What follows belongs to an exercise in optimizing a design on an open flow for small area; a production flow would make more cautious choices.
In this exercise RTL edits were held to simulation tests only and were not proved equivalent to the original.
The clock port is modelled as an ideal driver; clocking choices that lean on that would not hold on a real chip.
Power figures rest on the tool's default switching activity, not on a simulated workload.

== job 102 ==
## ballgame_core
module ballgame_core(
	input			clk,			 
	input			rst,			 
	input			key_start,
	input			user1_left,
	input			user1_right,
	input			user2_left,
	input			user2_right,
	output			vga_hs,
	output			vga_vs,
	output	[2:0]	rgb,
	output	[6:0]	hex1,
	output	[6:0]	hex0,
	output			music_en
);
==> flow/config.mk <==
export PLATFORM = sky130hd
export DESIGN_NAME = ballgame_core
export DESIGN_NICKNAME = ballgame_core
export VERILOG_FILES = /design/flow/design.v
export SDC_FILE = /design/flow/constraint.sdc
export NUM_CORES = 4
export LEC_CHECK = 0
export CAP_MARGIN = 20
export CORE_MARGIN = 2
export CORE_UTILIZATION = 40
export GPL_TIMING_DRIVEN = 0
export SLEW_MARGIN = 20
==> flow/constraint.sdc <==
create_clock -name core_clock -period 12.5 [get_ports {clk}]
set_input_delay 2.5000 -clock core_clock [delete_from_list [all_inputs] [get_ports {clk}]]
set_output_delay 2.5000 -clock core_clock [all_outputs]
set_load 0.01 [all_outputs]
standard.sh (not shown) runs the stock make flow with config.mk's settings and CLKGATE_MAP_FILE= SYNTH_SCRIPT=/design/flow/synth_recipe.tcl, a recipe that flattens the netlist after the stock synthesis.
==> flow/flow/run.sh <==
#!/bin/bash
# Own layout flow: the standard synthesis, then its combinational logic
# re-mapped for area by ABC (every register kept: same instance, name and
# cell type), then the standard layout from that netlist.
# Each tool writes its full output to a log file in the work folder.
set -euo pipefail
W=$(pwd)
RES=$W/orfs/results/$FLOW_PLATFORM/ballgame_core/base
LIB=$FLOW_HOME/platforms/$FLOW_PLATFORM/lib/sky130_fd_sc_hd__tt_025C_1v80.lib
YOSYS=${YOSYS_EXE:-$FLOW_HOME/../tools/install/yosys/bin/yosys}
[ -x "$YOSYS" ] || YOSYS=yosys
ABC_TIME=${ABC_TIME:-300}

# 1. standard synthesis (synth_recipe.tcl, unchanged)
bash standard.sh synth > "$W/log_1_standard_synth.txt" 2>&1
cp "$RES/1_2_yosys.v" "$W/std.v"

# 2. area re-mapping of the combinational logic: ABC runs with different
#    random seeds, eight at a time; the smallest netlist is kept
NRUN=${ABC_RUNS:-24}
PAR=8
for s in $(seq 1 "$NRUN"); do
  D="$W/remap_$s"; mkdir -p "$D"; cp "$W/std.v" "$D/std.v"
  sed -e "s/@SEED@/$s/" -e "s/@TIME@/$ABC_TIME/" "$W/flow/abc_area.script" > "$D/abc.script"
  sed -e "s#@LIB@#$LIB#g" -e "s#@TOP@#$FLOW_TOP#g" -e "s#@ABCSCRIPT@#$D/abc.script#g" \
      "$W/flow/remap.ys.in" > "$D/remap.ys"
  (cd "$D" && "$YOSYS" -l "$D/log_2_remap.txt" -q remap.ys > /dev/null 2>&1 || true) &
  if [ $((s % PAR)) -eq 0 ]; then wait; fi
done
wait
BEST=""; BESTA=""
for s in $(seq 1 "$NRUN"); do
  D="$W/remap_$s"
  [ -s "$D/remapped.v" ] || continue
  A=$(grep -o "Chip area for module .*: [0-9.]*" "$D/stat_after.txt" | grep -o "[0-9.]*$")
  echo "seed $s area $A" >> "$W/log_2_remap_pick.txt"
  if [ -z "$BEST" ] || awk -v a="$A" -v b="$BESTA" 'BEGIN{exit !(a < b)}'; then BEST=$D; BESTA=$A; fi
done
echo "kept $BEST ($BESTA)" >> "$W/log_2_remap_pick.txt"
test -n "$BEST"
cp "$BEST/remapped.v" "$W/remapped.v"
cp "$W/remapped.v" "$RES/1_2_yosys.v"

# 3. standard layout from the re-mapped netlist (make redoes 1_synth.odb on),
#    with a clock tree of smaller buffers and no dummy clock loads, and
#    single-drive port buffers; after the clock tree, a clock buffer whose
#    flip-flops see a slow clock edge gets a larger size (upsize_clk.tcl)
PORTS="BUFFER_PORTS_ARGS=-buffer_cell sky130_fd_sc_hd__buf_1"
CTS_BASE="-sink_clustering_enable -repair_clock_nets -dont_use_dummy_load"
CTS8="CTS_ARGS=$CTS_BASE -buf_list sky130_fd_sc_hd__clkbuf_8 -root_buf sky130_fd_sc_hd__clkbuf_8"
bash standard.sh cts "$CTS8" "$PORTS" > "$W/log_3a_standard_to_cts.txt" 2>&1
RES="$RES" PLAT="$FLOW_HOME/platforms/$FLOW_PLATFORM" LIMIT=0.110 \
  openroad -no_init -exit "$W/flow/upsize_clk.tcl" > "$W/log_3b_upsize_clk.txt" 2>&1 || true
bash standard.sh finish "$CTS8" "$PORTS" > "$W/log_3c_standard_to_finish.txt" 2>&1

RES="$RES" PLAT="$FLOW_HOME/platforms/$FLOW_PLATFORM" \
  openroad -no_init -exit "$W/flow/clkslew.tcl" > "$W/log_4_clkslew.txt" 2>&1 || true
SLEW=$(grep -o "MAXCLKSLEW [0-9.e-]*" "$W/log_4_clkslew.txt" | awk '{print $2}')
if [ -z "$SLEW" ] || awk -v s="$SLEW" 'BEGIN{ if (s < 1e-6) s = s * 1e9; exit !(s > 0.120) }'; then
  echo "clock slew $SLEW: redoing the clock tree with clkbuf_16" >> "$W/log_4_clkslew.txt"
  rm -f "$RES"/4_* "$RES"/5_* "$RES"/6_*
  bash standard.sh finish \
    "CTS_ARGS=$CTS_BASE -buf_list sky130_fd_sc_hd__clkbuf_16 -root_buf sky130_fd_sc_hd__clkbuf_16" \
    "$PORTS" > "$W/log_5_standard_layout_clkbuf16.txt" 2>&1
fi
test -s "$W/out/final.def"
Other scripts of this flow, unchanged in this note and not shown: flow/flow/abc_area.script, flow/flow/clkslew.tcl, flow/flow/remap.ys.in, flow/flow/upsize_clk.tcl
Inputs modified between job 102 and job 104:
diff --git a/flow/flow/run.sh b/flow/flow/run.sh
--- a/flow/flow/run.sh
+++ b/flow/flow/run.sh
@@ -10,5 +10,5 @@
 YOSYS=${YOSYS_EXE:-$FLOW_HOME/../tools/install/yosys/bin/yosys}
 [ -x "$YOSYS" ] || YOSYS=yosys
-ABC_TIME=${ABC_TIME:-300}
+ABC_TIME=${ABC_TIME:-240}
 
 # 1. standard synthesis (synth_recipe.tcl, unchanged)
@@ -16,8 +16,7 @@
 cp "$RES/1_2_yosys.v" "$W/std.v"
 
-# 2. area re-mapping of the combinational logic: ABC runs with different
-#    random seeds, eight at a time; the smallest netlist is kept
-NRUN=${ABC_RUNS:-24}
-PAR=8
+# 2. area re-mapping of the combinational logic: eight ABC runs, each
+#    with its own random seed; the smallest netlist is kept
+NRUN=${ABC_RUNS:-8}
 for s in $(seq 1 "$NRUN"); do
   D="$W/remap_$s"; mkdir -p "$D"; cp "$W/std.v" "$D/std.v"
@@ -26,5 +25,4 @@
       "$W/flow/remap.ys.in" > "$D/remap.ys"
   (cd "$D" && "$YOSYS" -l "$D/log_2_remap.txt" -q remap.ys > /dev/null 2>&1 || true) &
-  if [ $((s % PAR)) -eq 0 ]; then wait; fi
 done
 wait
Notes after the runs:
Job 104 vs. job 102: worst-case reg-to-reg path depth essentially unchanged; number of clock-tree buffers in the layout essentially unchanged; synthesized cell count essentially unchanged; number of clock buffers inserted by TritonCTS essentially unchanged. Between job 102 and job 104, the difference in clock network power share is negligible. Comparing job 104 against job 102, there is no change at all in total non-filler cell area in the finished layout.

## afterwards: timing with drivers on the ports
In the flow no input, the clock included, has a driving cell. The finished layouts below were timed again as built, in two steps.
Step 1 assumes that a clkbuf_16 drives the clock port and a buf_2 every other input.
Step 2 moves the port delays by t, midway between the first and last clock arrival at a register: inputs arrive t later, outputs are due t later. That takes back most of the time a late clock gives input paths.
Slacks: ideal ports / drivers / drivers and shift; pairs: ideal ports / drivers.
| run | t, ns | slack for setup (ns) | hold slack, ns |
|---|---|---|---|
| job 102 | 0.428 | 6.257 / 6.279 / 5.851 | 0.426 / 0.426 / 0.426 |
| job 104 | 0.428 | 6.257 / 6.279 / 5.851 | 0.426 / 0.426 / 0.426 |
After both steps every run listed still meets setup and hold.
